Background: an optimization exercise with open tools, aiming at a short achievable clock period and few clock cycles. Do not read the settings as production practice.
Only simulation tests tie the RTL to the original design; equivalence was not proved.
Power is estimated from default activity; no workload was simulated.

--- design/flow/run.sh ---
#!/bin/bash
# synth_recipe.tcl (not shown) runs the flow's synth.tcl, then flattens the netlist and writes it again
# the make line also repeats each setting of config.mk as NAME=value (left out here)
make -C /OpenROAD-flow-scripts/flow DESIGN_CONFIG=/design/flow/config.mk WORK_HOME=/design/flow/orfs CLKGATE_MAP_FILE= SYNTH_SCRIPT=/design/flow/synth_recipe.tcl finish
--- design/flow/config.mk ---
export PLATFORM = sky130hd
export DESIGN_NAME = TinyMIPS
export DESIGN_NICKNAME = TinyMIPS
export VERILOG_FILES = /design/flow/design.v
export SDC_FILE = /design/flow/constraint.sdc
export NUM_CORES = 4
export LEC_CHECK = 0
export CAP_MARGIN = 20
export CORE_MARGIN = 2
export CORE_UTILIZATION = 40
export SETUP_SLACK_MARGIN = 4.3
export SLEW_MARGIN = 20
--- design/flow/design.v ---
`timescale 1ns / 1ps
module TinyMIPS(clk, rst, data_fromRAM, wrEn, addr_toRAM, data_toRAM);
	input clk, rst;
	output reg wrEn;
	input [15:0] data_fromRAM;
	output reg [15:0] data_toRAM;
	output reg [7:0] addr_toRAM;
	reg [15:0] RF [7:0];
	reg [7:0] ar;            
	reg       afetch;        
	reg       wr;            
	reg [15:0] dr;           
	reg [7:0] pcf;           
	reg [7:0] fr;            
	reg       cfetch;        
	reg       csel;          
	reg       pf;            
	reg [15:0] cdat;
	reg [15:0] cd [0:15];
	reg [3:0] ctg [0:15];
	reg [15:0] cvl;
	reg       fv, f_btb;
	reg [7:0] fpc;
	reg [1:0] qn;
	reg [15:0] q0i, q1i;
	reg [7:0] q0p, q1p;
	reg       q0t, q1t, q0b, q1b;
	reg       ev, e_ann;
	reg       e_alu, e_mul, e_ld, e_st, e_sh, e_beq, e_blt, e_bgt, e_pred, e_btb, e_off1, e_off2;
	reg [2:0] ed;
	reg [15:0] eA, eB, eC;
	reg [1:0] cA, cB, cC;    
	reg [1:0] tA, tB, tC;    
	reg       sAr, sAm, sAl, sBr, sBm, sBl, sCr, sCm, sCl;   
	reg [7:0] e_pc, e_pc1, e_pc2, e_tgt, e_tgt1;
	reg       skip_pend;
	reg       rv, mv, lv;
	reg [2:0] rd_, md, ldd;
	reg [15:0] res_r, mres_r, ld_r;
	reg       memv, wbv;
	reg [2:0] memd, wbd;
	reg       m2v, m3v;
	reg [2:0] m2d, m3d;
	reg       smc_r;
	reg [7:0] smc_pc, smc_pc1;
	reg [3:0] bv;
	reg [7:0] bpc0, bpc1, bpc2, bpc3, btg0, btg1, btg2, btg3, btp0, btp1, btp2, btp3;
	reg [1:0] bptr;
	reg       bi_r;
	reg [7:0] bi_pc, bi_tg, bi_tp;
	always @* begin
		addr_toRAM = ar;
		wrEn = wr;
		data_toRAM = dr;
	end
	wire [15:0] opA = ({16{sAr}} & res_r) | ({16{sAm}} & mres_r) | ({16{sAl}} & ld_r) | ({16{~(sAr | sAm | sAl)}} & eA);
	wire [15:0] opB = ({16{sBr}} & res_r) | ({16{sBm}} & mres_r) | ({16{sBl}} & ld_r) | ({16{~(sBr | sBm | sBl)}} & eB);
	wire [15:0] opC = ({16{sCr}} & res_r) | ({16{sCm}} & mres_r) | ({16{sCl}} & ld_r) | ({16{~(sCr | sCm | sCl)}} & eC);
	wire e_wait = cA[1] | cB[1] | cC[1];
	wire evx = ev & ~e_ann;                    
	wire ex_go = evx & ~e_wait & ~smc_r;
	wire ex_hold = evx & e_st & wr & (&ar);    
	wire [15:0] sum = opB + opC;
	wire sh_zero = (|opC[15:6]) | opC[4];
	wire [15:0] sh = sh_zero ? 16'd0 : (opC[5] ? (opB << opC[3:0]) : (opB >> opC[3:0]));
	wire [15:0] alu = e_sh ? sh : sum;
	wire ex_alu = ex_go & e_alu;
	wire ex_st = ex_go & e_st & ~ex_hold;
	wire ex_ld = ex_go & e_ld;
	wire ex_mem = ex_st | ex_ld;
	wire [7:0] sa = sum[7:0];
	wire tk = (e_beq & (opA == opB)) | (e_blt & (opA < opB)) | (e_bgt & (opA > opB));
	wire e_br = e_beq | e_blt | e_bgt;
	wire taken = tk & ~e_off1 & ~(e_off2 & ~e_pred);
	wire skip_now = ex_go & e_br & tk & e_off2 & ~e_pred;
	wire misp = (ex_go & (e_br ? (taken != e_pred) : e_pred)) | (ev & e_ann & e_pred & ~smc_r);
	reg [15:0] mr0, mr1, mr2, mr3, mr4, mr5, mz0r, mz1r;
	wire mw1 = opB[0] & opC[0];
	wire mw2 = opB[1] & opC[0];
	wire mw3 = opB[0] & opC[1];
	wire mw4 = opB[2] & opC[0];
	wire mw5 = opB[1] & opC[1];
	wire mw6 = opB[0] & opC[2];
	wire mw7 = opB[3] & opC[0];
	wire mw8 = opB[2] & opC[1];
	wire mw9 = opB[1] & opC[2];
	wire mw10 = opB[0] & opC[3];
	wire mw11 = opB[4] & opC[0];
	wire mw12 = opB[3] & opC[1];
	wire mw13 = opB[2] & opC[2];
	wire mw14 = opB[1] & opC[3];
	wire mw15 = opB[0] & opC[4];
	wire mw16 = opB[5] & opC[0];
	wire mw17 = opB[4] & opC[1];
	wire mw18 = opB[3] & opC[2];
	wire mw19 = opB[2] & opC[3];
	wire mw20 = opB[1] & opC[4];
	wire mw21 = opB[0] & opC[5];
	wire mw22 = opB[6] & opC[0];
	wire mw23 = opB[5] & opC[1];
	wire mw24 = opB[4] & opC[2];
	wire mw25 = opB[3] & opC[3];
	wire mw26 = opB[2] & opC[4];
	wire mw27 = opB[1] & opC[5];
	wire mw28 = opB[0] & opC[6];
	wire mw29 = opB[7] & opC[0];
	wire mw30 = opB[6] & opC[1];
	wire mw31 = opB[5] & opC[2];
	wire mw32 = opB[4] & opC[3];
	wire mw33 = opB[3] & opC[4];
	wire mw34 = opB[2] & opC[5];
	wire mw35 = opB[1] & opC[6];
	wire mw36 = opB[0] & opC[7];
	wire mw37 = opB[8] & opC[0];
	wire mw38 = opB[7] & opC[1];
	wire mw39 = opB[6] & opC[2];
	wire mw40 = opB[5] & opC[3];
	wire mw41 = opB[4] & opC[4];
	wire mw42 = opB[3] & opC[5];
	wire mw43 = opB[2] & opC[6];
	wire mw44 = opB[1] & opC[7];
	wire mw45 = opB[0] & opC[8];
	wire mw46 = opB[9] & opC[0];
	wire mw47 = opB[8] & opC[1];
	wire mw48 = opB[7] & opC[2];
	wire mw49 = opB[6] & opC[3];
	wire mw50 = opB[5] & opC[4];
	wire mw51 = opB[4] & opC[5];
	wire mw52 = opB[3] & opC[6];
	wire mw53 = opB[2] & opC[7];
	wire mw54 = opB[1] & opC[8];
	wire mw55 = opB[0] & opC[9];
	wire mw56 = opB[10] & opC[0];
	wire mw57 = opB[9] & opC[1];
	wire mw58 = opB[8] & opC[2];
	wire mw59 = opB[7] & opC[3];
	wire mw60 = opB[6] & opC[4];
	wire mw61 = opB[5] & opC[5];
	wire mw62 = opB[4] & opC[6];
	wire mw63 = opB[3] & opC[7];
	wire mw64 = opB[2] & opC[8];
	wire mw65 = opB[1] & opC[9];
	wire mw66 = opB[0] & opC[10];
	wire mw67 = opB[11] & opC[0];
	wire mw68 = opB[10] & opC[1];
	wire mw69 = opB[9] & opC[2];
	wire mw70 = opB[8] & opC[3];
	wire mw71 = opB[7] & opC[4];
	wire mw72 = opB[6] & opC[5];
	wire mw73 = opB[5] & opC[6];
	wire mw74 = opB[4] & opC[7];
	wire mw75 = opB[3] & opC[8];
	wire mw76 = opB[2] & opC[9];
	wire mw77 = opB[1] & opC[10];
	wire mw78 = opB[0] & opC[11];
	wire mw79 = opB[12] & opC[0];
	wire mw80 = opB[11] & opC[1];
	wire mw81 = opB[10] & opC[2];
	wire mw82 = opB[9] & opC[3];
	wire mw83 = opB[8] & opC[4];
	wire mw84 = opB[7] & opC[5];
	wire mw85 = opB[6] & opC[6];
	wire mw86 = opB[5] & opC[7];
	wire mw87 = opB[4] & opC[8];
	wire mw88 = opB[3] & opC[9];
	wire mw89 = opB[2] & opC[10];
	wire mw90 = opB[1] & opC[11];
	wire mw91 = opB[0] & opC[12];
	wire mw92 = opB[13] & opC[0];
	wire mw93 = opB[12] & opC[1];
	wire mw94 = opB[11] & opC[2];
	wire mw95 = opB[10] & opC[3];
	wire mw96 = opB[9] & opC[4];
	wire mw97 = opB[8] & opC[5];
	wire mw98 = opB[7] & opC[6];
	wire mw99 = opB[6] & opC[7];
	wire mw100 = opB[5] & opC[8];
	wire mw101 = opB[4] & opC[9];
	wire mw102 = opB[3] & opC[10];
	wire mw103 = opB[2] & opC[11];
	wire mw104 = opB[1] & opC[12];
	wire mw105 = opB[0] & opC[13];
	wire mw106 = opB[14] & opC[0];
	wire mw107 = opB[13] & opC[1];
	wire mw108 = opB[12] & opC[2];
	wire mw109 = opB[11] & opC[3];
	wire mw110 = opB[10] & opC[4];
	wire mw111 = opB[9] & opC[5];
	wire mw112 = opB[8] & opC[6];
	wire mw113 = opB[7] & opC[7];
	wire mw114 = opB[6] & opC[8];
	wire mw115 = opB[5] & opC[9];
	wire mw116 = opB[4] & opC[10];
	wire mw117 = opB[3] & opC[11];
	wire mw118 = opB[2] & opC[12];
	wire mw119 = opB[1] & opC[13];
	wire mw120 = opB[0] & opC[14];
	wire mw121 = opB[15] & opC[0];
	wire mw122 = opB[14] & opC[1];
	wire mw123 = opB[13] & opC[2];
	wire mw124 = opB[12] & opC[3];
	wire mw125 = opB[11] & opC[4];
	wire mw126 = opB[10] & opC[5];
	wire mw127 = opB[9] & opC[6];
	wire mw128 = opB[8] & opC[7];
	wire mw129 = opB[7] & opC[8];
	wire mw130 = opB[6] & opC[9];
	wire mw131 = opB[5] & opC[10];
	wire mw132 = opB[4] & opC[11];
	wire mw133 = opB[3] & opC[12];
	wire mw134 = opB[2] & opC[13];
	wire mw135 = opB[1] & opC[14];
	wire mw136 = opB[0] & opC[15];
	wire mw137 = mw92 ^ mw93;
	wire mw138 = mw92 & mw93;
	wire mw139 = mw106 ^ mw107 ^ mw108;
	wire mw140 = (mw106 & mw107) | (mw106 & mw108) | (mw107 & mw108);
	wire mw141 = mw109 ^ mw110;
	wire mw142 = mw109 & mw110;
	wire mw143 = mw121 ^ mw122 ^ mw123;
	wire mw144 = (mw121 & mw122) | (mw121 & mw123) | (mw122 & mw123);
	wire mw145 = mw124 ^ mw125 ^ mw126;
	wire mw146 = (mw124 & mw125) | (mw124 & mw126) | (mw125 & mw126);
	wire mw147 = mw127 ^ mw128;
	wire mw148 = mw127 & mw128;
	wire mw149 = mw46 ^ mw47;
	wire mw150 = mw46 & mw47;
	wire mw151 = mw56 ^ mw57 ^ mw58;
	wire mw152 = (mw56 & mw57) | (mw56 & mw58) | (mw57 & mw58);
	wire mw153 = mw59 ^ mw60;
	wire mw154 = mw59 & mw60;
	wire mw155 = mw67 ^ mw68 ^ mw69;
	wire mw156 = (mw67 & mw68) | (mw67 & mw69) | (mw68 & mw69);
	wire mw157 = mw70 ^ mw71 ^ mw72;
	wire mw158 = (mw70 & mw71) | (mw70 & mw72) | (mw71 & mw72);
	wire mw159 = mw73 ^ mw74;
	wire mw160 = mw73 & mw74;
	wire mw161 = mw79 ^ mw80 ^ mw81;
	wire mw162 = (mw79 & mw80) | (mw79 & mw81) | (mw80 & mw81);
	wire mw163 = mw82 ^ mw83 ^ mw84;
	wire mw164 = (mw82 & mw83) | (mw82 & mw84) | (mw83 & mw84);
	wire mw165 = mw85 ^ mw86 ^ mw87;
	wire mw166 = (mw85 & mw86) | (mw85 & mw87) | (mw86 & mw87);
	wire mw167 = mw88 ^ mw89;
	wire mw168 = mw88 & mw89;
	wire mw169 = mw94 ^ mw95 ^ mw96;
	wire mw170 = (mw94 & mw95) | (mw94 & mw96) | (mw95 & mw96);
	wire mw171 = mw97 ^ mw98 ^ mw99;
	wire mw172 = (mw97 & mw98) | (mw97 & mw99) | (mw98 & mw99);
	wire mw173 = mw100 ^ mw101 ^ mw102;
	wire mw174 = (mw100 & mw101) | (mw100 & mw102) | (mw101 & mw102);
	wire mw175 = mw103 ^ mw104 ^ mw105;
	wire mw176 = (mw103 & mw104) | (mw103 & mw105) | (mw104 & mw105);
	wire mw177 = mw111 ^ mw112 ^ mw113;
	wire mw178 = (mw111 & mw112) | (mw111 & mw113) | (mw112 & mw113);
	wire mw179 = mw114 ^ mw115 ^ mw116;
	wire mw180 = (mw114 & mw115) | (mw114 & mw116) | (mw115 & mw116);
	wire mw181 = mw117 ^ mw118 ^ mw119;
	wire mw182 = (mw117 & mw118) | (mw117 & mw119) | (mw118 & mw119);
	wire mw183 = mw120 ^ mw139 ^ mw141;
	wire mw184 = (mw120 & mw139) | (mw120 & mw141) | (mw139 & mw141);
	wire mw185 = mw129 ^ mw130 ^ mw131;
	wire mw186 = (mw129 & mw130) | (mw129 & mw131) | (mw130 & mw131);
	wire mw187 = mw132 ^ mw133 ^ mw134;
	wire mw188 = (mw132 & mw133) | (mw132 & mw134) | (mw133 & mw134);
	wire mw189 = mw135 ^ mw136 ^ mw143;
	wire mw190 = (mw135 & mw136) | (mw135 & mw143) | (mw136 & mw143);
	wire mw191 = mw145 ^ mw147 ^ mw140;
	wire mw192 = (mw145 & mw147) | (mw145 & mw140) | (mw147 & mw140);
	wire mw193 = mw22 ^ mw23;
	wire mw194 = mw22 & mw23;
	wire mw195 = mw29 ^ mw30 ^ mw31;
	wire mw196 = (mw29 & mw30) | (mw29 & mw31) | (mw30 & mw31);
	wire mw197 = mw32 ^ mw33;
	wire mw198 = mw32 & mw33;
	wire mw199 = mw37 ^ mw38 ^ mw39;
	wire mw200 = (mw37 & mw38) | (mw37 & mw39) | (mw38 & mw39);
	wire mw201 = mw40 ^ mw41 ^ mw42;
	wire mw202 = (mw40 & mw41) | (mw40 & mw42) | (mw41 & mw42);
	wire mw203 = mw43 ^ mw44;
	wire mw204 = mw43 & mw44;
	wire mw205 = mw48 ^ mw49 ^ mw50;
	wire mw206 = (mw48 & mw49) | (mw48 & mw50) | (mw49 & mw50);
	wire mw207 = mw51 ^ mw52 ^ mw53;
	wire mw208 = (mw51 & mw52) | (mw51 & mw53) | (mw52 & mw53);
	wire mw209 = mw54 ^ mw55 ^ mw149;
	wire mw210 = (mw54 & mw55) | (mw54 & mw149) | (mw55 & mw149);
	wire mw211 = mw61 ^ mw62 ^ mw63;
	wire mw212 = (mw61 & mw62) | (mw61 & mw63) | (mw62 & mw63);
	wire mw213 = mw64 ^ mw65 ^ mw66;
	wire mw214 = (mw64 & mw65) | (mw64 & mw66) | (mw65 & mw66);
	wire mw215 = mw151 ^ mw153 ^ mw150;
	wire mw216 = (mw151 & mw153) | (mw151 & mw150) | (mw153 & mw150);
	wire mw217 = mw75 ^ mw76 ^ mw77;
	wire mw218 = (mw75 & mw76) | (mw75 & mw77) | (mw76 & mw77);
	wire mw219 = mw78 ^ mw155 ^ mw157;
	wire mw220 = (mw78 & mw155) | (mw78 & mw157) | (mw155 & mw157);
	wire mw221 = mw159 ^ mw152 ^ mw154;
	wire mw222 = (mw159 & mw152) | (mw159 & mw154) | (mw152 & mw154);
	wire mw223 = mw90 ^ mw91 ^ mw161;
	wire mw224 = (mw90 & mw91) | (mw90 & mw161) | (mw91 & mw161);
	wire mw225 = mw163 ^ mw165 ^ mw167;
	wire mw226 = (mw163 & mw165) | (mw163 & mw167) | (mw165 & mw167);
	wire mw227 = mw156 ^ mw158 ^ mw160;
	wire mw228 = (mw156 & mw158) | (mw156 & mw160) | (mw158 & mw160);
	wire mw229 = mw137 ^ mw169 ^ mw171;
	wire mw230 = (mw137 & mw169) | (mw137 & mw171) | (mw169 & mw171);
	wire mw231 = mw173 ^ mw175 ^ mw162;
	wire mw232 = (mw173 & mw175) | (mw173 & mw162) | (mw175 & mw162);
	wire mw233 = mw164 ^ mw166 ^ mw168;
	wire mw234 = (mw164 & mw166) | (mw164 & mw168) | (mw166 & mw168);
	wire mw235 = mw138 ^ mw177 ^ mw179;
	wire mw236 = (mw138 & mw177) | (mw138 & mw179) | (mw177 & mw179);
	wire mw237 = mw181 ^ mw183 ^ mw170;
	wire mw238 = (mw181 & mw183) | (mw181 & mw170) | (mw183 & mw170);
	wire mw239 = mw172 ^ mw174 ^ mw176;
	wire mw240 = (mw172 & mw174) | (mw172 & mw176) | (mw174 & mw176);
	wire mw241 = mw142 ^ mw185 ^ mw187;
	wire mw242 = (mw142 & mw185) | (mw142 & mw187) | (mw185 & mw187);
	wire mw243 = mw189 ^ mw191 ^ mw178;
	wire mw244 = (mw189 & mw191) | (mw189 & mw178) | (mw191 & mw178);
	wire mw245 = mw180 ^ mw182 ^ mw184;
	wire mw246 = (mw180 & mw182) | (mw180 & mw184) | (mw182 & mw184);
	wire [15:0] mq0 = {mw241, mw235, mw229, mw223, mw217, mw211, mw205, mw45, mw34, mw24, mw16, mw11, mw7, mw4, mw2, mw1};
	wire [15:0] mq1 = {mw243, mw237, mw231, mw225, mw219, mw213, mw207, mw199, mw35, mw25, mw17, mw12, mw8, mw5, mw3, 1'b0};
	wire [15:0] mq2 = {mw245, mw239, mw233, mw227, mw221, mw215, mw209, mw201, mw36, mw26, mw18, mw13, mw9, mw6, 1'b0, 1'b0};
	wire [15:0] mq3 = {mw236, mw230, mw224, mw218, mw212, mw206, mw200, mw203, mw195, mw27, mw19, mw14, mw10, 1'b0, 1'b0, 1'b0};
	wire [15:0] mq4 = {mw238, mw232, mw226, mw220, mw214, mw208, mw202, mw196, mw197, mw28, mw20, mw15, 1'b0, 1'b0, 1'b0, 1'b0};
	wire [15:0] mq5 = {mw240, mw234, mw228, mw222, mw216, mw210, mw204, mw198, mw194, mw193, mw21, 1'b0, 1'b0, 1'b0, 1'b0, 1'b0};
	wire mw247 = mr0[4] ^ mr1[4];
	wire mw248 = mr0[4] & mr1[4];
	wire mw249 = mr0[5] ^ mr1[5] ^ mr2[5];
	wire mw250 = (mr0[5] & mr1[5]) | (mr0[5] & mr2[5]) | (mr1[5] & mr2[5]);
	wire mw251 = mr3[5] ^ mr4[5];
	wire mw252 = mr3[5] & mr4[5];
	wire mw253 = mr0[6] ^ mr1[6] ^ mr2[6];
	wire mw254 = (mr0[6] & mr1[6]) | (mr0[6] & mr2[6]) | (mr1[6] & mr2[6]);
	wire mw255 = mr3[6] ^ mr4[6] ^ mr5[6];
	wire mw256 = (mr3[6] & mr4[6]) | (mr3[6] & mr5[6]) | (mr4[6] & mr5[6]);
	wire mw257 = mr0[7] ^ mr1[7] ^ mr2[7];
	wire mw258 = (mr0[7] & mr1[7]) | (mr0[7] & mr2[7]) | (mr1[7] & mr2[7]);
	wire mw259 = mr3[7] ^ mr4[7] ^ mr5[7];
	wire mw260 = (mr3[7] & mr4[7]) | (mr3[7] & mr5[7]) | (mr4[7] & mr5[7]);
	wire mw261 = mr0[8] ^ mr1[8] ^ mr2[8];
	wire mw262 = (mr0[8] & mr1[8]) | (mr0[8] & mr2[8]) | (mr1[8] & mr2[8]);
	wire mw263 = mr3[8] ^ mr4[8] ^ mr5[8];
	wire mw264 = (mr3[8] & mr4[8]) | (mr3[8] & mr5[8]) | (mr4[8] & mr5[8]);
	wire mw265 = mr0[9] ^ mr1[9] ^ mr2[9];
	wire mw266 = (mr0[9] & mr1[9]) | (mr0[9] & mr2[9]) | (mr1[9] & mr2[9]);
	wire mw267 = mr3[9] ^ mr4[9] ^ mr5[9];
	wire mw268 = (mr3[9] & mr4[9]) | (mr3[9] & mr5[9]) | (mr4[9] & mr5[9]);
	wire mw269 = mr0[10] ^ mr1[10] ^ mr2[10];
	wire mw270 = (mr0[10] & mr1[10]) | (mr0[10] & mr2[10]) | (mr1[10] & mr2[10]);
	wire mw271 = mr3[10] ^ mr4[10] ^ mr5[10];
	wire mw272 = (mr3[10] & mr4[10]) | (mr3[10] & mr5[10]) | (mr4[10] & mr5[10]);
	wire mw273 = mr0[11] ^ mr1[11] ^ mr2[11];
	wire mw274 = (mr0[11] & mr1[11]) | (mr0[11] & mr2[11]) | (mr1[11] & mr2[11]);
	wire mw275 = mr3[11] ^ mr4[11] ^ mr5[11];
	wire mw276 = (mr3[11] & mr4[11]) | (mr3[11] & mr5[11]) | (mr4[11] & mr5[11]);
	wire mw277 = mr0[12] ^ mr1[12] ^ mr2[12];
	wire mw278 = (mr0[12] & mr1[12]) | (mr0[12] & mr2[12]) | (mr1[12] & mr2[12]);
	wire mw279 = mr3[12] ^ mr4[12] ^ mr5[12];
	wire mw280 = (mr3[12] & mr4[12]) | (mr3[12] & mr5[12]) | (mr4[12] & mr5[12]);
	wire mw281 = mr0[13] ^ mr1[13] ^ mr2[13];
	wire mw282 = (mr0[13] & mr1[13]) | (mr0[13] & mr2[13]) | (mr1[13] & mr2[13]);
	wire mw283 = mr3[13] ^ mr4[13] ^ mr5[13];
	wire mw284 = (mr3[13] & mr4[13]) | (mr3[13] & mr5[13]) | (mr4[13] & mr5[13]);
	wire mw285 = mr0[14] ^ mr1[14] ^ mr2[14];
	wire mw286 = (mr0[14] & mr1[14]) | (mr0[14] & mr2[14]) | (mr1[14] & mr2[14]);
	wire mw287 = mr3[14] ^ mr4[14] ^ mr5[14];
	wire mw288 = (mr3[14] & mr4[14]) | (mr3[14] & mr5[14]) | (mr4[14] & mr5[14]);
	wire mw289 = mr0[15] ^ mr1[15] ^ mr2[15];
	wire mw290 = (mr0[15] & mr1[15]) | (mr0[15] & mr2[15]) | (mr1[15] & mr2[15]);
	wire mw291 = mr3[15] ^ mr4[15] ^ mr5[15];
	wire mw292 = (mr3[15] & mr4[15]) | (mr3[15] & mr5[15]) | (mr4[15] & mr5[15]);
	wire mw293 = mr0[3] ^ mr1[3];
	wire mw294 = mr0[3] & mr1[3];
	wire mw295 = mr2[4] ^ mr3[4] ^ mr4[4];
	wire mw296 = (mr2[4] & mr3[4]) | (mr2[4] & mr4[4]) | (mr3[4] & mr4[4]);
	wire mw297 = mr5[5] ^ mw249 ^ mw251;
	wire mw298 = (mr5[5] & mw249) | (mr5[5] & mw251) | (mw249 & mw251);
	wire mw299 = mw253 ^ mw255 ^ mw250;
	wire mw300 = (mw253 & mw255) | (mw253 & mw250) | (mw255 & mw250);
	wire mw301 = mw257 ^ mw259 ^ mw254;
	wire mw302 = (mw257 & mw259) | (mw257 & mw254) | (mw259 & mw254);
	wire mw303 = mw261 ^ mw263 ^ mw258;
	wire mw304 = (mw261 & mw263) | (mw261 & mw258) | (mw263 & mw258);
	wire mw305 = mw265 ^ mw267 ^ mw262;
	wire mw306 = (mw265 & mw267) | (mw265 & mw262) | (mw267 & mw262);
	wire mw307 = mw269 ^ mw271 ^ mw266;
	wire mw308 = (mw269 & mw271) | (mw269 & mw266) | (mw271 & mw266);
	wire mw309 = mw273 ^ mw275 ^ mw270;
	wire mw310 = (mw273 & mw275) | (mw273 & mw270) | (mw275 & mw270);
	wire mw311 = mw277 ^ mw279 ^ mw274;
	wire mw312 = (mw277 & mw279) | (mw277 & mw274) | (mw279 & mw274);
	wire mw313 = mw281 ^ mw283 ^ mw278;
	wire mw314 = (mw281 & mw283) | (mw281 & mw278) | (mw283 & mw278);
	wire mw315 = mw285 ^ mw287 ^ mw282;
	wire mw316 = (mw285 & mw287) | (mw285 & mw282) | (mw287 & mw282);
	wire mw317 = mw289 ^ mw291 ^ mw286;
	wire mw318 = (mw289 & mw291) | (mw289 & mw286) | (mw291 & mw286);
	wire mw319 = mr0[2] ^ mr1[2];
	wire mw320 = mr0[2] & mr1[2];
	wire mw321 = mr2[3] ^ mr3[3] ^ mw293;
	wire mw322 = (mr2[3] & mr3[3]) | (mr2[3] & mw293) | (mr3[3] & mw293);
	wire mw323 = mw247 ^ mw295 ^ mw294;
	wire mw324 = (mw247 & mw295) | (mw247 & mw294) | (mw295 & mw294);
	wire mw325 = mw248 ^ mw297 ^ mw296;
	wire mw326 = (mw248 & mw297) | (mw248 & mw296) | (mw297 & mw296);
	wire mw327 = mw252 ^ mw299 ^ mw298;
	wire mw328 = (mw252 & mw299) | (mw252 & mw298) | (mw299 & mw298);
	wire mw329 = mw256 ^ mw301 ^ mw300;
	wire mw330 = (mw256 & mw301) | (mw256 & mw300) | (mw301 & mw300);
	wire mw331 = mw260 ^ mw303 ^ mw302;
	wire mw332 = (mw260 & mw303) | (mw260 & mw302) | (mw303 & mw302);
	wire mw333 = mw264 ^ mw305 ^ mw304;
	wire mw334 = (mw264 & mw305) | (mw264 & mw304) | (mw305 & mw304);
	wire mw335 = mw268 ^ mw307 ^ mw306;
	wire mw336 = (mw268 & mw307) | (mw268 & mw306) | (mw307 & mw306);
	wire mw337 = mw272 ^ mw309 ^ mw308;
	wire mw338 = (mw272 & mw309) | (mw272 & mw308) | (mw309 & mw308);
	wire mw339 = mw276 ^ mw311 ^ mw310;
	wire mw340 = (mw276 & mw311) | (mw276 & mw310) | (mw311 & mw310);
	wire mw341 = mw280 ^ mw313 ^ mw312;
	wire mw342 = (mw280 & mw313) | (mw280 & mw312) | (mw313 & mw312);
	wire mw343 = mw284 ^ mw315 ^ mw314;
	wire mw344 = (mw284 & mw315) | (mw284 & mw314) | (mw315 & mw314);
	wire mw345 = mw288 ^ mw317 ^ mw316;
	wire mw346 = (mw288 & mw317) | (mw288 & mw316) | (mw317 & mw316);
	wire [15:0] mz0 = {mw345, mw343, mw341, mw339, mw337, mw335, mw333, mw331, mw329, mw327, mw325, mw323, mw321, mr2[2], mr0[1], mr0[0]};
	wire [15:0] mz1 = {mw344, mw342, mw340, mw338, mw336, mw334, mw332, mw330, mw328, mw326, mw324, mw322, mw320, mw319, mr1[1], 1'b0};
	wire [15:0] mres = mz0r + mz1r;
	wire [15:0] fdat = csel ? cdat : data_fromRAM;
	wire [3:0] fop = fdat[15:12];
	wire f_stat = fv & (fop == 4'd8 || fop == 4'd9 || fop == 4'd10) & fdat[5] & ~f_btb;
	wire f_pred = f_stat | (fv & f_btb);
	wire [7:0] f_tgt = fpc + {{2{fdat[5]}}, fdat[5:0]};
	wire [7:0] f_tgt1 = fpc + {{2{fdat[5]}}, fdat[5:0]} + 8'd1;
	wire anyf = afetch | cfetch;
	wire [3:0] bh = {bv[3] & (bpc3 == fr), bv[2] & (bpc2 == fr), bv[1] & (bpc1 == fr), bv[0] & (bpc0 == fr)};
	wire bhit = anyf & (|bh);
	wire [7:0] bt = ({8{bh[0]}} & btg0) | ({8{bh[1]}} & btg1) | ({8{bh[2]}} & btg2) | ({8{bh[3]}} & btg3);
	wire [7:0] bt1 = ({8{bh[0]}} & btp0) | ({8{bh[1]}} & btp1) | ({8{bh[2]}} & btp2) | ({8{bh[3]}} & btp3);
	wire d_valid = (qn != 2'd0) | fv;
	wire [15:0] di = (qn != 2'd0) ? q0i : fdat;
	wire [7:0] dp = (qn != 2'd0) ? q0p : fpc;
	wire d_pred = (qn != 2'd0) ? q0t : f_pred;
	wire d_btb = (qn != 2'd0) ? q0b : f_btb;
	wire [3:0] op = di[15:12];
	wire [2:0] sA = di[11:9], sB = di[8:6], sC = di[5:3];
	wire is_add = op == 4'd0, is_addi = op == 4'd1, is_mul = op == 4'd2, is_srl = op == 4'd3;
	wire is_ld = op == 4'd4, is_st = op == 4'd5, is_cp = op == 4'd6, is_cpi = op == 4'd7;
	wire is_beq = op == 4'd8, is_blt = op == 4'd9, is_bgt = op == 4'd10;
	wire useA = is_st | is_beq | is_blt | is_bgt;
	wire useB = ~is_cpi & (op <= 4'd10);
	wire useC = is_add | is_mul | is_srl;
	wire [15:0] rA = (rv && rd_ == sA) ? res_r : (mv && md == sA) ? mres_r : (lv && ldd == sA) ? ld_r : RF[sA];
	wire [15:0] rB = (rv && rd_ == sB) ? res_r : (mv && md == sB) ? mres_r : (lv && ldd == sB) ? ld_r : RF[sB];
	wire [15:0] rC = (rv && rd_ == sC) ? res_r : (mv && md == sC) ? mres_r : (lv && ldd == sC) ? ld_r : RF[sC];
	wire exw = evx & (e_alu | e_mul | e_ld);
	wire memw = memv & ~(ex_alu & (ed == memd));
	wire [3:0] fwA = (exw && ed == sA) ? (e_alu ? 4'b0100 : e_mul ? 4'b1101 : 4'b1110) :
	                 (m2v && m2d == sA) ? 4'b1001 : (memw && memd == sA) ? 4'b1010 :
	                 (m3v && m3d == sA) ? 4'b0101 : (wbv && wbd == sA) ? 4'b0110 : 4'b0000;
	wire [3:0] fwB = (exw && ed == sB) ? (e_alu ? 4'b0100 : e_mul ? 4'b1101 : 4'b1110) :
	                 (m2v && m2d == sB) ? 4'b1001 : (memw && memd == sB) ? 4'b1010 :
	                 (m3v && m3d == sB) ? 4'b0101 : (wbv && wbd == sB) ? 4'b0110 : 4'b0000;
	wire [3:0] fwC = (exw && ed == sC) ? (e_alu ? 4'b0100 : e_mul ? 4'b1101 : 4'b1110) :
	                 (m2v && m2d == sC) ? 4'b1001 : (memw && memd == sC) ? 4'b1010 :
	                 (m3v && m3d == sC) ? 4'b0101 : (wbv && wbd == sC) ? 4'b0110 : 4'b0000;
	wire smc = ex_st & (((qn != 2'd0) & (q0p == sa)) | ((qn == 2'd2) & (q1p == sa)) |
	                    (fv & (fpc == sa)) | (anyf & (fr == sa)));
	wire flush = misp | smc_r;
	wire ex_free = ~(evx & (e_wait | ex_hold));
	wire cons = d_valid & ex_free;
	wire pred_redir = f_stat & ~flush;
	wire fv_next = anyf & ~flush & ~pred_redir & ~cmiss;
	reg [1:0] qn_next;
	always @* begin
		if (flush) qn_next = 2'd0;
		else qn_next = qn + {1'b0, fv} - {1'b0, cons};
	end
	wire room = (qn_next == 2'd0) | ((qn_next == 2'd1) & ~fv_next);
	wire fetch = ~ex_mem & room;
	wire fill = pf & ~csel & ~smc_r;
	wire cfet = ex_mem & room & ~pred_redir;
	wire cmiss = cfetch & ~(cvl[fr[3:0]] & (ctg[fr[3:0]] == fr[7:4]));
	wire [7:0] redir = smc_r ? smc_pc : ((taken & ~e_ann) ? e_tgt : e_pc1);
	wire [7:0] redir1 = smc_r ? smc_pc1 : ((taken & ~e_ann) ? e_tgt1 : e_pc2);
	wire [7:0] fa_n = pred_redir ? f_tgt : cmiss ? fr : (bhit ? bt : pcf);
	wire [7:0] fa1_n = pred_redir ? f_tgt1 : cmiss ? fr + 8'd1 : (bhit ? bt1 : pcf + 8'd1);
	wire [7:0] fa = flush ? redir : fa_n;
	wire [7:0] fa1 = flush ? redir1 : fa1_n;
	wire b_ins = ex_go & e_br & taken & ~e_btb;
	wire b_del = ex_go & e_br & ~taken & e_btb;
	always @(posedge clk) begin
		if (lv) RF[ldd] <= ld_r;
		if (mv) RF[md] <= mres_r;
		if (rv) RF[rd_] <= res_r;
		res_r <= alu;
		rd_ <= ed;
		mres_r <= mres;
		md <= m3d;
		ld_r <= data_fromRAM;
		ldd <= wbd;
		fpc <= fr;
		memd <= ed;
		wbd <= memd;
		m2d <= ed;
		mr0 <= mq0;
		mr1 <= mq1;
		mr2 <= mq2;
		mr3 <= mq3;
		mr4 <= mq4;
		mr5 <= mq5;
		mz0r <= mz0;
		mz1r <= mz1;
		m3d <= m2d;
		dr <= opA;
		ar <= ex_mem ? sa : fa;
		fr <= fa;
		cdat <= cd[fr[3:0]];
		if (fill) begin
			cd[fpc[3:0]] <= data_fromRAM;
			ctg[fpc[3:0]] <= fpc[7:4];
		end
		smc_pc <= e_pc1;
		smc_pc1 <= e_pc2;
		f_btb <= bhit;
		bi_pc <= e_pc;
		bi_tg <= e_tgt;
		bi_tp <= e_tgt1;
		if (qn == 2'd0 || (qn == 2'd1 && cons)) begin
			q0i <= fdat; q0p <= fpc; q0t <= f_pred; q0b <= f_btb;
		end
		else if (qn == 2'd2 && cons) begin
			q0i <= q1i; q0p <= q1p; q0t <= q1t; q0b <= q1b;
		end
		if (!(qn == 2'd2 && !cons)) begin
			q1i <= fdat; q1p <= fpc; q1t <= f_pred; q1b <= f_btb;
		end
		if (bi_r) begin
			case (bptr)
			2'd0: begin bpc0 <= bi_pc; btg0 <= bi_tg; btp0 <= bi_tp; end
			2'd1: begin bpc1 <= bi_pc; btg1 <= bi_tg; btp1 <= bi_tp; end
			2'd2: begin bpc2 <= bi_pc; btg2 <= bi_tg; btp2 <= bi_tp; end
			default: begin bpc3 <= bi_pc; btg3 <= bi_tg; btp3 <= bi_tp; end
			endcase
		end
		if (ex_free) begin
			e_alu <= is_add | is_addi | is_srl | is_cp | is_cpi;
			e_mul <= is_mul;
			e_ld <= is_ld;
			e_st <= is_st;
			e_sh <= is_srl;
			e_beq <= is_beq;
			e_blt <= is_blt;
			e_bgt <= is_bgt;
			e_pred <= d_pred;
			e_btb <= d_btb;
			e_ann <= skip_now | skip_pend;
			e_off1 <= di[5:0] == 6'd1;
			e_off2 <= di[5:0] == 6'd2;
			ed <= sA;
			cA <= useA ? fwA[3:2] : 2'd0;
			cB <= useB ? fwB[3:2] : 2'd0;
			cC <= useC ? fwC[3:2] : 2'd0;
			tA <= fwA[1:0];
			tB <= fwB[1:0];
			tC <= fwC[1:0];
			e_pc <= dp;
			e_pc1 <= dp + 8'd1;
			e_pc2 <= dp + 8'd2;
			e_tgt <= dp + {{2{di[5]}}, di[5:0]};
			e_tgt1 <= dp + {{2{di[5]}}, di[5:0]} + 8'd1;
		end
		else begin
			if (cA != 2'd0) cA <= cA - 2'd1;
			if (cB != 2'd0) cB <= cB - 2'd1;
			if (cC != 2'd0) cC <= cC - 2'd1;
		end
		eA <= ({16{ex_free}} & rA) | ({16{~ex_free}} & opA);
		eB <= ({16{ex_free}} & (is_cpi ? {7'd0, di[8:0]} : rB)) | ({16{~ex_free}} & opB);
		eC <= ({16{ex_free}} & (useC ? rC : is_addi ? {{10{di[5]}}, di[5:0]} : (is_ld | is_st) ? {10'd0, di[5:0]} : 16'd0)) | ({16{~ex_free}} & opC);
		sAr <= ex_free ? (useA & (fwA == 4'b0100)) : ((cA == 2'd2) & (tA == 2'd0));
		sAm <= ex_free ? (useA & (fwA == 4'b0101)) : ((cA == 2'd2) & (tA == 2'd1));
		sAl <= ex_free ? (useA & (fwA == 4'b0110)) : ((cA == 2'd2) & (tA == 2'd2));
		sBr <= ex_free ? (useB & (fwB == 4'b0100)) : ((cB == 2'd2) & (tB == 2'd0));
		sBm <= ex_free ? (useB & (fwB == 4'b0101)) : ((cB == 2'd2) & (tB == 2'd1));
		sBl <= ex_free ? (useB & (fwB == 4'b0110)) : ((cB == 2'd2) & (tB == 2'd2));
		sCr <= ex_free ? (useC & (fwC == 4'b0100)) : ((cC == 2'd2) & (tC == 2'd0));
		sCm <= ex_free ? (useC & (fwC == 4'b0101)) : ((cC == 2'd2) & (tC == 2'd1));
		sCl <= ex_free ? (useC & (fwC == 4'b0110)) : ((cC == 2'd2) & (tC == 2'd2));
		if (rst) begin
			ar <= 8'd0;
			afetch <= 1'b1;
			cfetch <= 1'b0;
			csel <= 1'b0;
			pf <= 1'b0;
			fr <= 8'd0;
			cvl <= 16'd0;
			wr <= 1'b0;
			pcf <= 8'd1;
			fv <= 1'b0;
			qn <= 2'd0;
			ev <= 1'b0;
			rv <= 1'b0;
			mv <= 1'b0;
			lv <= 1'b0;
			memv <= 1'b0;
			wbv <= 1'b0;
			m2v <= 1'b0;
			m3v <= 1'b0;
			smc_r <= 1'b0;
			bv <= 4'd0;
			bptr <= 2'd0;
			bi_r <= 1'b0;
			skip_pend <= 1'b0;
		end
		else begin
			wr <= ex_st;
			afetch <= fetch;
			cfetch <= cfet;
			csel <= cfetch;
			pf <= afetch;
			fv <= fv_next;
			if (fill) cvl[fpc[3:0]] <= 1'b1;
			if (ex_st) cvl[sa[3:0]] <= 1'b0;
			qn <= qn_next;
			if (fetch | cfet) pcf <= fa1;
			else pcf <= fa;
			if (ex_free | smc_r)
				ev <= cons & ~flush;
			rv <= ex_alu;
			mv <= m3v;
			m3v <= m2v & ~(ex_alu && ed == m2d);
			lv <= wbv;
			memv <= ex_ld;
			wbv <= memw;
			m2v <= ex_go & e_mul;
			smc_r <= smc;
			skip_pend <= (skip_now | skip_pend) & ~cons & ~flush;
			bi_r <= b_ins;
			if (bi_r) begin
				bv[bptr] <= 1'b1;
				bptr <= bptr + 2'd1;
			end
			if (b_del) begin
				if (bpc0 == e_pc) bv[0] <= 1'b0;
				if (bpc1 == e_pc) bv[1] <= 1'b0;
				if (bpc2 == e_pc) bv[2] <= 1'b0;
				if (bpc3 == e_pc) bv[3] <= 1'b0;
			end
			if (ex_st) begin
				if (bpc0 == sa) bv[0] <= 1'b0;
				if (bpc1 == sa) bv[1] <= 1'b0;
				if (bpc2 == sa) bv[2] <= 1'b0;
				if (bpc3 == sa) bv[3] <= 1'b0;
			end
		end
	end
endmodule
--- design/flow/constraint.sdc ---
create_clock -name core_clock -period 7.0 [get_ports {clk}]
set_input_delay 1.4000 -clock core_clock [delete_from_list [all_inputs] [get_ports {clk}]]
set_output_delay 1.4000 -clock core_clock [all_outputs]
set_load 0.01 [all_outputs]
==> results.yml <==
worst_setup_path:
  r2r_slack_ns: 3.11
  setup.worst_path.start_class: "flop"
  max_stage_delay_ns: 0.77
  reg2regPathDepth: 14
  cp.arrival_ns: 4.49
  cp_cell_sequence: "a222oi_1 -> nand2_4 -> clkinvlp_4 -> ha_1 -> nand4_1 -> buf_4 -> nor3_4 -> nor3_1 -> a32o_2 -> or2_4 -> a21oi_4 -> and2_4 -> mux2i_4 -> o32ai_2"
  cp_max_fo: 7
  cp.required_ns: 7.60
  crit_path_end_kind: "flop"
  path_class: "reg2reg"
  cpMaxStageDelayCell: "dfxtp_1"
cts:
  insertion_delay_ns: 0.77
  cts_tree: "built"
  cts_num_sinks: 1034
  clockBufferDepth: 3
  cts.clk_slew.worst_paths_ns: 0.06
  h-tree-depth: 3
  cts_root_buffer: "clkbuf_16"
  holdBufCountCts: 0
  cts_buffers: 110
die:
  coreArea_um2: 127000
  start_util_pct: 40.2
  std_cell_rows: 131
  die_area_um2: 131000
  pin_count: 43
  die_h_um: 361
  die_w_um: 361
drt:
  vias_per_cell: 6.01
  avgRoutedWirePerCell_um: 26.6
  first_iter_violations: 5396
  ant_nets: 0
  route.vias.total: 38423
  wl_um: 170000
  dr.pass1.iters: 14
  post-route-drc-count: 0
layout:
  areaGrowthSynthToFinish_pct: 31.8
  fin_area_um2: 67300
  nets: 4830
  drive_gt1_share_pct: 36.6
global_route:
  antenna_found_initial: 3
  grt_pass1_vias: 37094
  overflow: 0
  grt_start_max_net_pins: 68
  track_usage_pct: 25.1
  grt_pass1_wl_um: 246000
sta:
  fin_crit_sh_pct: 55.5
  tightest_slew_ns: 1.13
  holdWs_ns: 0.326
  slew_headroom_pct: 22.7
  slew_violations: 0
  hold_viol: 0
  setup_tns_ns: 0
  rsz0062_at_grt: "yes"
  skew_ns: 0.0744
  layout_min_cycle_time_ns: 3.89
  clock.fmax_mhz: 257
  setup_viol: 0
flow_run:
  drv_cap: 0
min_path:
  hold_path.class: "reg2reg"
  whs_path_depth: 0
yosys:
  syn_area_per_cell_um2: 12.3
  synth_nets: 4356
  synth_area_um2: 51100
  ys_seq_area_share_pct: 53.5
  synthArstFlopShare_pct: 0
  synth-main-ff-cell: "edfxtp_1"
  synth_cell_types: 105
  synth-edff-count: 663
  ys_seq_elements: 1034
  yosys_warnings: 1
  synthCells: 4156
power_and_ir_drop:
  finalPower_mw: 34.3
  power_leakage_nw: 24.7
  max-vdd-ir-drop_uv: 348
  powerDensity_nw_per_um2: 509
placed_design:
  gp_congestion: 0.907
  place_area_um2: 54500
  place_hpwl_um: 103000
  io_buffers: 42
outcome:
  outcome: "no timing/DRC/antenna violations"
-- kinds of logic (layout without fill, tap and decap cells) --
group | count (synthesis) | count (layout) | share of synthesized area, %
flops | 1034 | 1034 | 53.5
compound gates | 833 | 835 | 10.9
simple gates | 970 | 975 | 8.72
xor+xnor | 280 | 280 | 4.92
buf+inv | 483 | 1047 | 3.79
mux | 374 | 374 | 12.5
fa+ha+maj | 182 | 182 | 5.66
other cells | 0 | 1 | 0
-- what timing repair did --
item	in CTS	in global routing
endpoints found under the setup margin	400	262
pin swaps	207	207
buffers inserted	311	133
gates resized for setup	898	296
gates cloned	33	1
-- layout by cell type, fill, tap and decap left out, types with 47 or more instances in the layout --
cell / count
edfxtp_1: 663
nor2_1: 327
buf_4: 325
dfxtp_1: 321
a21oi_1: 233
nand2_1: 205
mux4_2: 188
inv_1: 177
buf_6: 156
xnor2_1: 150
clkbuf_16: 111
xor2_1: 71
mux2i_1: 70
nand3_1: 69
ha_1: 69
fa_1: 65
buf_12: 56
mux2i_4: 55
o21ai_0: 50
a222oi_1: 47
-- sequential cells by signal (all words and copies together), names as in the netlist, 15 cells and up --
| signal | cells |
|---|---|
| cd | 256 |
| RF | 128 |
| ctg | 64 |
| cdat | 16 |
| cvl | 16 |
| dr | 16 |
| eA | 16 |
| eB | 16 |
| eC | 16 |
| ld_r | 16 |
| mr0 | 16 |
| mres_r | 16 |
| mz0r | 16 |
| q0i | 16 |
| q1i | 16 |
| res_r | 16 |
| mr1 | 15 |
| mz1r | 15 |
-- per-stage QoR --
step                      setup slack (ns)  utilization [%]  instances
after detailed placement              1.59             42.8       5702
after floorplan                       3.19                -       4156
after global placement                1.62             42.8       5702
final                                 3.11             52.9       6390
after CTS                             3.26             51.0       6255
after global routing                  3.06             52.9       6389
-- power breakdown --
part | switching (mW) | leakage (nW) | total [mW] | internal [mW]
sequential | 1.43 | 9.33 | 9.44 | 8.02
combinational | 9.88 | 13.6 | 18.7 | 8.84
clock | 2.56 | 1.84 | 6.11 | 3.55
-- Yosys cell counts, types with 14 or more instances --
cell / n / share of area [%]
a21boi_0: 22 / 0.32
clkbuf_1: 192 / 1.4
dfxtp_1: 371 / 15
fa_1: 82 / 3.2
edfxtp_1: 663 / 39
ha_1: 100 / 2.4
nor2b_1: 26 / 0.32
o211ai_1: 30 / 0.44
a211oi_1: 57 / 0.84
mux4_2: 188 / 8.3
o21ai_0: 113 / 1.1
xnor2_1: 195 / 3.3
mux2_2: 39 / 0.86
inv_1: 211 / 1.6
a311oi_1: 16 / 0.27
a222oi_1: 47 / 0.92
a31oi_1: 19 / 0.23
nor2_1: 384 / 2.8
xor2_1: 80 / 1.4
nand2b_1: 16 / 0.20
buf_2: 38 / 0.37
buf_1: 21 / 0.15
nor3_1: 74 / 0.73
and2_1: 34 / 0.42
and3_1: 17 / 0.21
nor4_1: 20 / 0.24
mux2i_1: 131 / 2.6
a21oi_1: 286 / 2.8
nand2_1: 238 / 1.7
nand3_1: 85 / 0.83
o211a_1: 14 / 0.27
a22oi_1: 44 / 0.65
o22ai_1: 33 / 0.40
a21o_1: 18 / 0.26
nand4_1: 18 / 0.22
o31ai_1: 16 / 0.24
-- critical path, delay by kind of cell (launching register included) --
kind | cells | cell delay [ns]
buffers and inverters | 2 | 0.29
AOI/OAI and AO/OA | 4 | 0.84
muxes | 1 | 0.32
and+or+nand+nor | 6 | 1.18
DFF | 1 | 0.77
adders and majority gates | 1 | 0.32
-- area by class of cell --
type                            instances  area, µm²
Sequential cell                      1034      27400
Timing Repair inverter                  1       8.76
Clock buffer                          150       3040
Timing Repair Buffer                  617       6720
Fill cell                           10370      59900
Antenna cell                            1       2.50
Inverter                              220        932
Clock inverter                         59        761
Multi-Input combinational cell       2646      26300
Tap cell                             1662       2080
-- routing by layer --
layer | share of wire, % | wire length (µm) | track usage, % | up-vias
li1 | - | - | - | 16442
met1 | 39 | 67000 | 33.6 | 19159
met2 | 46 | 78600 | 39.8 | 2249
met3 | 9.3 | 15800 | 4.64 | 565
met4 | 5.1 | 8750 | 11.1 | 8
met5 | 0.032 | 55 | 0 | -
-- path summary, 6_finish.rpt --
path	to	startpoint
worst max register to register	pcf[7]	ld_r[9]
worst max-delay path	pcf[7]	ld_r[9]
worst min register to register	mz0r[2]	mr2[2]
worst min-delay path	mz0r[2]	mr2[2]
Testbench counts, summed over its fixed seeds: cycles 41,481.

## afterwards: timing with drivers on the ports
The results above use ideal ports. As a check the final layout listed here was re-extracted and re-timed, cells and wires unchanged. Step 1 (the two cells are an assumption about what drives the block):
set clk [get_ports {clk}]
set_driving_cell -lib_cell sky130_fd_sc_hd__clkbuf_16 $clk
set_driving_cell -lib_cell sky130_fd_sc_hd__buf_2 [delete_from_list [all_inputs] $clk]
Step 2 also shifts input and output timing later by t, the mid clock arrival at the registers, as if the neighbouring blocks saw the same clock. a / b / c = no drivers / after step 1 / after step 2; a / b = the first two.
t (ns): 0.808
setup slack, ns: 3.115 / 3.115 / 2.604
worst setup path after step 2: input to register
clock arrival spread, ns: 0.075 / 0.076
worst register clock-pin slew, ns: 0.07 / 0.07
After both steps this run still meets setup and hold. The setup slack of this run moves by 0.000 ns with the drivers and by -0.511 ns with both steps.
